What follows belongs to an exercise in optimizing a design on an open flow for small area and a short achievable clock period; a production flow would make more cautious choices. In this exercise RTL edits were held to simulation tests only and were not proved equivalent to the original. No activity file was given, so power comes from the tool's default toggle rates.

File: design/flow/design.v
module d_register
#(
    parameter WIDTH = 8
)
(
    input [WIDTH - 1 : 0] d ,
    input clk,
    input rst,
    output reg [WIDTH - 1 : 0] q
);
always @ (posedge clk or posedge rst) begin
    if (rst)
        q <= 0;
    else
        q <= d;
end
endmodule
module d_flipflop
(
    input d,
    input clk,
    input rst,
    output reg q
);
always @ (posedge clk or posedge rst) begin
    if (rst)
        q <= 1'b0;
    else
        q <= d;
end
endmodule
module negator
#(
parameter INPUT_WIDTH = 7
)
(
input [INPUT_WIDTH - 1 : 0] in,
input  en,
output [INPUT_WIDTH : 0] out
);
assign out = (en) ? ( (~{1'b0,in}) + 1 ): {1'b0, in}; 
endmodule
module memory
#(
parameter WORD_SIZE = 8,
parameter ADDRESS_SIZE = 8
)
(
input [ADDRESS_SIZE - 1 : 0] addr,
output [WORD_SIZE - 1 : 0] r_data,
input [WORD_SIZE - 1 : 0] w_data,
input w_en,
input rst,
input clk,
output [5:0] leds,
input button
);
integer i;
reg [WORD_SIZE - 1 : 0] mem [0 : 2**ADDRESS_SIZE - 2];
assign r_data = (addr != 2**ADDRESS_SIZE - 1) ? mem[addr]: {7'b0000000, button};
assign leds = {mem[2**ADDRESS_SIZE - 2][0],mem[2**ADDRESS_SIZE - 3][0],mem[2**ADDRESS_SIZE - 4][0],mem[2**ADDRESS_SIZE - 5][0],mem[2**ADDRESS_SIZE - 6][0], mem[2**ADDRESS_SIZE - 7][0]};
always @ (posedge clk or posedge rst) begin
    if (rst) begin
        for (i = 0; i < 2**ADDRESS_SIZE - 1; i = i + 1) begin
            mem[i] <= 0;
        end
    end 
    else begin
        if (w_en) begin
            if (addr != 2**ADDRESS_SIZE - 1)
                mem[addr] <= w_data;
        end
    end
end
endmodule
module register_file
#
(
parameter DATA_WIDTH = 8,
parameter REGISTER_ID_WIDTH = 2
)
(
    input [REGISTER_ID_WIDTH - 1 : 0] reg1,
    input [REGISTER_ID_WIDTH - 1 : 0] reg2,
    input [REGISTER_ID_WIDTH - 1 : 0] w_reg,
    input [DATA_WIDTH - 1 : 0] w_data,
    input w_en,
    input clk,
    input rst,
    output [DATA_WIDTH - 1 : 0] read1,
    output [DATA_WIDTH - 1 : 0] read2
);
reg [DATA_WIDTH - 1 : 0] data [0 : 2**REGISTER_ID_WIDTH - 1];
integer i;
assign read1 = data [reg1];
assign read2 = data [reg2];
always @ (posedge clk or posedge rst) begin
    if (rst)
    begin
        for (i = 0; i < 2**REGISTER_ID_WIDTH; i = i + 1) begin
            data[i] <= 0;
        end
    end else 
    begin
        if (w_en)
            data [w_reg] <= w_data;
    end 
end
endmodule
module alu 
# 
(
    parameter WIDTH = 8
)
(
    input wire [WIDTH - 1 : 0] a,
    input wire [WIDTH - 1 : 0] b,
    output reg [WIDTH - 1 : 0] c,
    input wire [1:0] op,
    output wire gt
);
assign gt = a > b;
always @ (a or b or op) begin
    case (op)
        2'b00: c = a + b;
        2'b01: c = ~(a & b);
        default: c = a >> b;
    endcase
end
endmodule
module control_unit
(
input [2:0] instruction,
output [1:0] op,
output branch,
output ldh,
output rd_ram,
output ldc,
output w_reg,
output w_ram
);
assign op = rom_output[7:6];
assign branch = rom_output[5];
assign ldh = rom_output[4];
assign rd_ram = rom_output[3];
assign ldc = rom_output[2];
assign w_reg = rom_output[1];
assign w_ram = rom_output[0];
reg [7:0] rom_output;
always @ (instruction) begin
    case (instruction)
        0: rom_output = 8'b00000010;
        1: rom_output = 8'b01000010;
        2: rom_output = 8'b10000010;
        3: rom_output = 8'b00100000;
        4: rom_output = 8'b00001010;
        5: rom_output = 8'b00000001;
        6: rom_output = 8'b00000110;
        7: rom_output = 8'b00010110;
    endcase
end
endmodule
module top
(
    input rst,
    input clk,
    input button,
    output [5:0] leds,
    output [7:0] imem_addr,
    input [7:0] imem_data
);
wire [5:0] raw_leds;
wire [7:0] negator_output;
wire [7:0] pc_counter_adder_a;
wire [7:0] pc_counter_adder_out;
wire [7:0] pc_counter_out;
wire take_Branch;
wire [7:0] current_instruction;
wire branch;
wire ldh;
wire rd_ram;
wire ldc;
wire w_ram;
wire w_reg;
wire [1:0] op;
wire [7:0] read1;
wire [7:0] read2;
wire gt;
wire last_cycle_gt;
wire [7:0] alu_output;
wire [7:0] r_data;
wire [1:0] parsed_reg1;
wire [1:0] parsed_reg1_alt;
wire [1:0] parsed_reg2;
wire parsed_Direction;
wire parsed_direction;
wire [3:0] parsed_constant;
wire [6:0] negator_input;
wire [7:0] ldh_constant;
wire [7:0] ldl_constant;
wire [7:0] ldc_value;
wire [1:0] reg1;
wire [7:0] alu_output_or_r_data;
wire [7:0] w_data;
assign pc_counter_adder_a = (take_Branch) ? negator_output: 1;
assign pc_counter_adder_out = pc_counter_adder_a + pc_counter_out;
assign take_Branch = branch & last_cycle_gt;
assign parsed_reg1 = current_instruction[4:3];
assign parsed_reg2 = current_instruction[2:1];
assign parsed_reg1_alt = {1'b0, parsed_direction};
assign parsed_direction = current_instruction[4];
assign parsed_constant = current_instruction[3:0];
assign ldh_constant = {parsed_constant, read1[3:0]};
assign ldl_constant = {read1[7:4], parsed_constant};
assign ldc_value = (ldh) ? ldh_constant: ldl_constant;
assign negator_input = {3'b000, parsed_constant};
assign reg1 = (ldc) ? parsed_reg1_alt: parsed_reg1;
assign alu_output_or_r_data = (rd_ram) ? r_data: alu_output;
assign w_data = (ldc) ? ldc_value: alu_output_or_r_data;
assign leds = ~raw_leds;
d_register #(.WIDTH(8)) pc_counter (.d(pc_counter_adder_out), .q(pc_counter_out), .rst(rst), .clk(clk));
d_flipflop gt_flipflop (.d(gt), .q(last_cycle_gt), .rst(rst), .clk(clk));
memory #(.WORD_SIZE(8), .ADDRESS_SIZE(8)) data_memory (.addr(read2), .r_data(r_data), .w_data(read1), .w_en(w_ram), .rst(rst), .clk(clk), .leds(raw_leds), .button(button));
assign imem_addr = pc_counter_out;
assign current_instruction = imem_data;
alu #(.WIDTH(8)) main_alu (.a(read1),.b(read2),.c(alu_output), .op(op), .gt(gt));
negator #(.INPUT_WIDTH(7)) negate (.in(negator_input), .en(parsed_direction), .out(negator_output));
control_unit cu (.instruction(current_instruction[7:5]), .op(op), .branch(branch), .ldh(ldh), .rd_ram(rd_ram), .ldc(ldc), .w_reg(w_reg), .w_ram(w_ram));
register_file #(.DATA_WIDTH(8), .REGISTER_ID_WIDTH(2)) registers (.reg1(reg1), .reg2(parsed_reg2), .w_reg(reg1), .w_data(w_data), .w_en(w_reg), .clk(clk), .rst(rst), .read1(read1), .read2(read2));
endmodule
File: design/flow/run.sh
#!/bin/bash
# synth_recipe.tcl (not shown) runs the flow's synth.tcl, then flattens the netlist and writes it again
# the make line also repeats each setting of config.mk as NAME=value (left out here)
make -C /OpenROAD-flow-scripts/flow DESIGN_CONFIG=/design/flow/config.mk WORK_HOME=/design/flow/orfs CLKGATE_MAP_FILE= SYNTH_SCRIPT=/design/flow/synth_recipe.tcl finish
File: design/flow/config.mk
export PLATFORM = sky130hd
export DESIGN_NAME = top
export DESIGN_NICKNAME = top
export VERILOG_FILES = /design/flow/design.v
export SDC_FILE = /design/flow/constraint.sdc
export NUM_CORES = 4
export LEC_CHECK = 0
export CAP_MARGIN = 50
export CORE_MARGIN = 2
export CORE_UTILIZATION = 25
export PLACE_DENSITY = 0.35
export SETUP_SLACK_MARGIN = 1.0
export SLEW_MARGIN = 50
File: design/flow/constraint.sdc
create_clock -name core_clock -period 7.5 [get_ports {clk}]
set_input_delay 1.5000 -clock core_clock [delete_from_list [all_inputs] [get_ports {clk}]]
set_output_delay 1.5000 -clock core_clock [all_outputs]
set_load 0.01 [all_outputs]
==> metrics.cfg <==
[status]
outcome = finished clean

[sta]
finalCriticalPeriod_ns = 6.80
finalHoldViolCount = 0
rsz0062_at_grt = no
setup_viol_count_final = 0
max_slew_margin_pct = 32.2
max_freq_ghz = 0.147
holdWs_ns = 0.473
worst_pin_slew_ns = 1.00
slew_viol_final = 0
min_period_over_period_pct = 90.6
fin_skew_ns = 0.0754

[placement]
gp_congestion = 1.13
placed_cells = 16103
io_buffers = 24
place_hpwl_um = 778000
place_area_um2 = 117000

[detailed_routing]
drt_wl_total_um = 1020000
drc = 0
drt_pre_antenna_iters = 9
vias_per_cell = 6.43
wl_per_cell_um = 60.4
drt_iter0_markers = 19629
ant_nets = 0
vias = 108428

[floorplan]
dieArea_um2 = 379000
io-pin-count = 25
dieWidth_um = 616
initial_core_util_pct = 25.1
coreArea_um2 = 372000
rows = 224
die_y_um = 616

[worst_setup_path]
path_class = in2reg
cp-end-kind = flip-flop
critPathRequiredTime_ns = 8.32
path_max_fanout = 17
path_delay_family = buffers and inverters
cpMostUsedCell = buf_4
arrival_ns = 7.62
crit_path_start_kind = primary input
cp_slowest_cell = nor4_1
cp_cell_sequence = clkdlybuf4s50_1 > buf_12 > mux4_4 > buf_12 > buf_4 > nand4bb_2 > buf_4 > nor2_1 > buf_4 > a221oi_1 > nand3_1 > nor4_1 > buf_4 > nand4bb_4 > buf_4 > a221oi_2 > buf_4 > o31ai_1
critPathBufInv = 9
slowest_delay_ns = 0.79

[final_layout]
postLayoutCellArea_um2 = 128000
layoutNonFillerInstCount = 16863
nets = 11494
layout-drive-gt1-share_pct = 23.7
multi_input_area_um2 = 39600
seq_area_um2 = 52100
fillers = 38066
syn2layout_area_growth_pct = 36.6

[power_and_ir_drop]
combPwrFrac_pct = 44.5
intPower_w = 0.0258
p_leak_nw = 54.9
seq_power_share_pct = 27.4
clkPwrFrac_pct = 28.1
switching_share_pct = 48.8
power.density_nw_per_um2 = 394
ir_worst_vdd_uv = 208
switchingPower_w = 0.0246

[synth]
ys_warn_count = 8
synthCells = 10121
synth.top_cell.area_share_pct = 55.6
synth_common_cells = 2508 x nand2_1, 2116 x o21ai_0, 2081 x dfrtp_1
synth.distinct_cells = 100
ys_top_cells_by_area = dfrtp_1 56%, o21ai_0 11%, nand2_1 10%
ys_seq_area_share_pct = 55.6
ys.flop_type = dfrtp_1
ys_ff_latch = 2081
syn_area_per_cell_um2 = 9.25
async_flop_share_pct = 100
syn_area_um2 = 93600
synth_edf_count = 0
synth_top_cell_by_area = dfrtp_1
synth.most_common_cell = nand2_1
syn-num-nets = 10159

[run]
max_cap_viol_count = 0

[global_route]
antenna_found_initial = 233
grt_pass1_vias = 95429
grt_max_degree = 102
track_usage_pct = 52.4
grt_pass1_wl_um = 1240000
grt_overflow = 0

[clock_network]
clk_path_buf_depth = 4
cts_root_buf = clkbuf_16
cts.sinks = 2081
cts_tree = built
clk_latency_ns = 1.02
h-tree-depth = 5
clk_pin_slew_ns = 0.06
cts_inserted_buffers = 275

[min_path]
hold_path.class = reg2reg

==> area by class of cell <==
class / instances / area share [%]
diodes: 221 / 0.432
clock buffers: 405 / 6.35
flip-flops and latches: 2081 / 40.7
inverters: 41 / 0.141
clock inverters: 86 / 0.925
multi-input cells: 7094 / 30.9
well taps: 4972 / 4.87
repair buffers: 1963 / 15.6
==> layout by cell type (no fill, tap or decap), types with 183 or more instances in the layout <==
| master | count |
|---|---|
| diode_2 | 221 |
| a32oi_1 | 183 |
| nand2_1 | 2487 |
| nor2_1 | 239 |
| buf_4 | 1484 |
| dfrtp_1 | 2068 |
| clkbuf_16 | 279 |
| a22oi_1 | 389 |
| buf_12 | 344 |
| o21ai_0 | 2107 |
==> flip-flops by register name (all words and copies together), names as in the netlist <==
| register | count |
|---|---|
| data_memory.mem | 2040 |
| gt_flipflop.q | 1 |
| registers.data | 32 |
| pc_counter.q | 8 |
==> cell families after synthesis <==
family | share of synthesized area, %
compound gates | 22.3
xor+xnor | 0.140
fa+ha+maj | 0.369
buf+inv | 4.07
flops | 55.6
mux | 1.80
simple gates | 15.6
==> what timing repair did <==
action	CTS	global route
pin swaps	17	20
cloned	2	2
buffers inserted	24	10
resized for setup	57	34
setup endpoints to repair	24	29
hold buffers	0	0
==> power groups by stage <==
stage               Combinational, W  Clock [W]  Sequential, W
floorplan                    0.00564          0         0.0133
global placement              0.0199          0         0.0139
detailed placement            0.0203          0         0.0139
CTS                           0.0206     0.0141         0.0137
global route                  0.0211     0.0146         0.0138
finish                        0.0224     0.0142         0.0138
==> final timing paths <==
kind / startpoint / endpoint / slack [ns] / cells after the start
min: data_memory.mem[197][3] / data_memory.mem[197][3] / 0.47 / 2
min in group asynchronous: rst / data_memory.mem[76][3] / 0.80 / 2
min reg2reg: data_memory.mem[197][3] / data_memory.mem[197][3] / 0.47 / 2
max reg2reg: registers.data[1][5] / registers.data[1][3] / 1.50 / 16
max: imem_data[1] / registers.data[1][3] / 0.70 / 18
max in group asynchronous: rst / data_memory.mem[81][1] / 4.68 / 7
==> worst min-delay path, cell delays in order (launching register included) <==
cell and delay [ns]:
dfrtp_1 0.34, nand2_1 0.04, o21ai_0 0.06
==> metal layers <==
metal | wire (um) | part of all wire, % | vias to the layer above | GRT usage (%)
met3 | 140000 | 14 | 2965 | 25.7
met2 | 385000 | 38 | 10485 | 67.7
met1 | 381000 | 37 | 55841 | 62.5
li1 | - | - | 39083 | -
met4 | 112000 | 11 | 54 | 48.6
met5 | 423 | 0.041 | - | 0.202
==> metrics by stage <==
step | worst slack, ns | utilization [%] | total power, W | TNS [ns]
after floorplan | -22.90 | - | 0.0189 | -
after global placement | -2.01 | 30.9 | 0.0338 | -35.80
after detailed placement | -0.660 | 31.4 | 0.0342 | -8.90
after CTS | 0.988 | 34.0 | 0.0485 | 0
after global routing | 1.01 | 34.2 | 0.0495 | 0
final | 0.702 | 34.3 | 0.0504 | 0

port drivers added, routing unchanged:
The flow's constraints put no driver on any port. The routed layout listed below was extracted and timed again, unchanged, in two steps.
Step 1 sets driving cells, clkbuf_16 on the clock port and buf_2 on the other inputs (assumed; they add their load-dependent delay and slew).
Step 2, shift: input delay + t, output delay - t, t = (earliest + latest rising clock arrival at the registers) / 2. This alone moves slack from input paths to output paths.
Three values: ideal ports, drivers, drivers and shift; two values: the first two.
t, ns: 1.110
slack for setup (ns): 0.702 / 0.795 / -0.315
worst hold slack (ns): 0.473 / 0.473 / 0.473
worst register clock-pin slew, ns: 0.07 / 0.07
cell pins on the clock port's net: 1
With both steps, setup timing fails in this run, where it was met with ideal ports. The setup slack of this run moves by +0.093 ns with the drivers and by -1.017 ns with both steps.
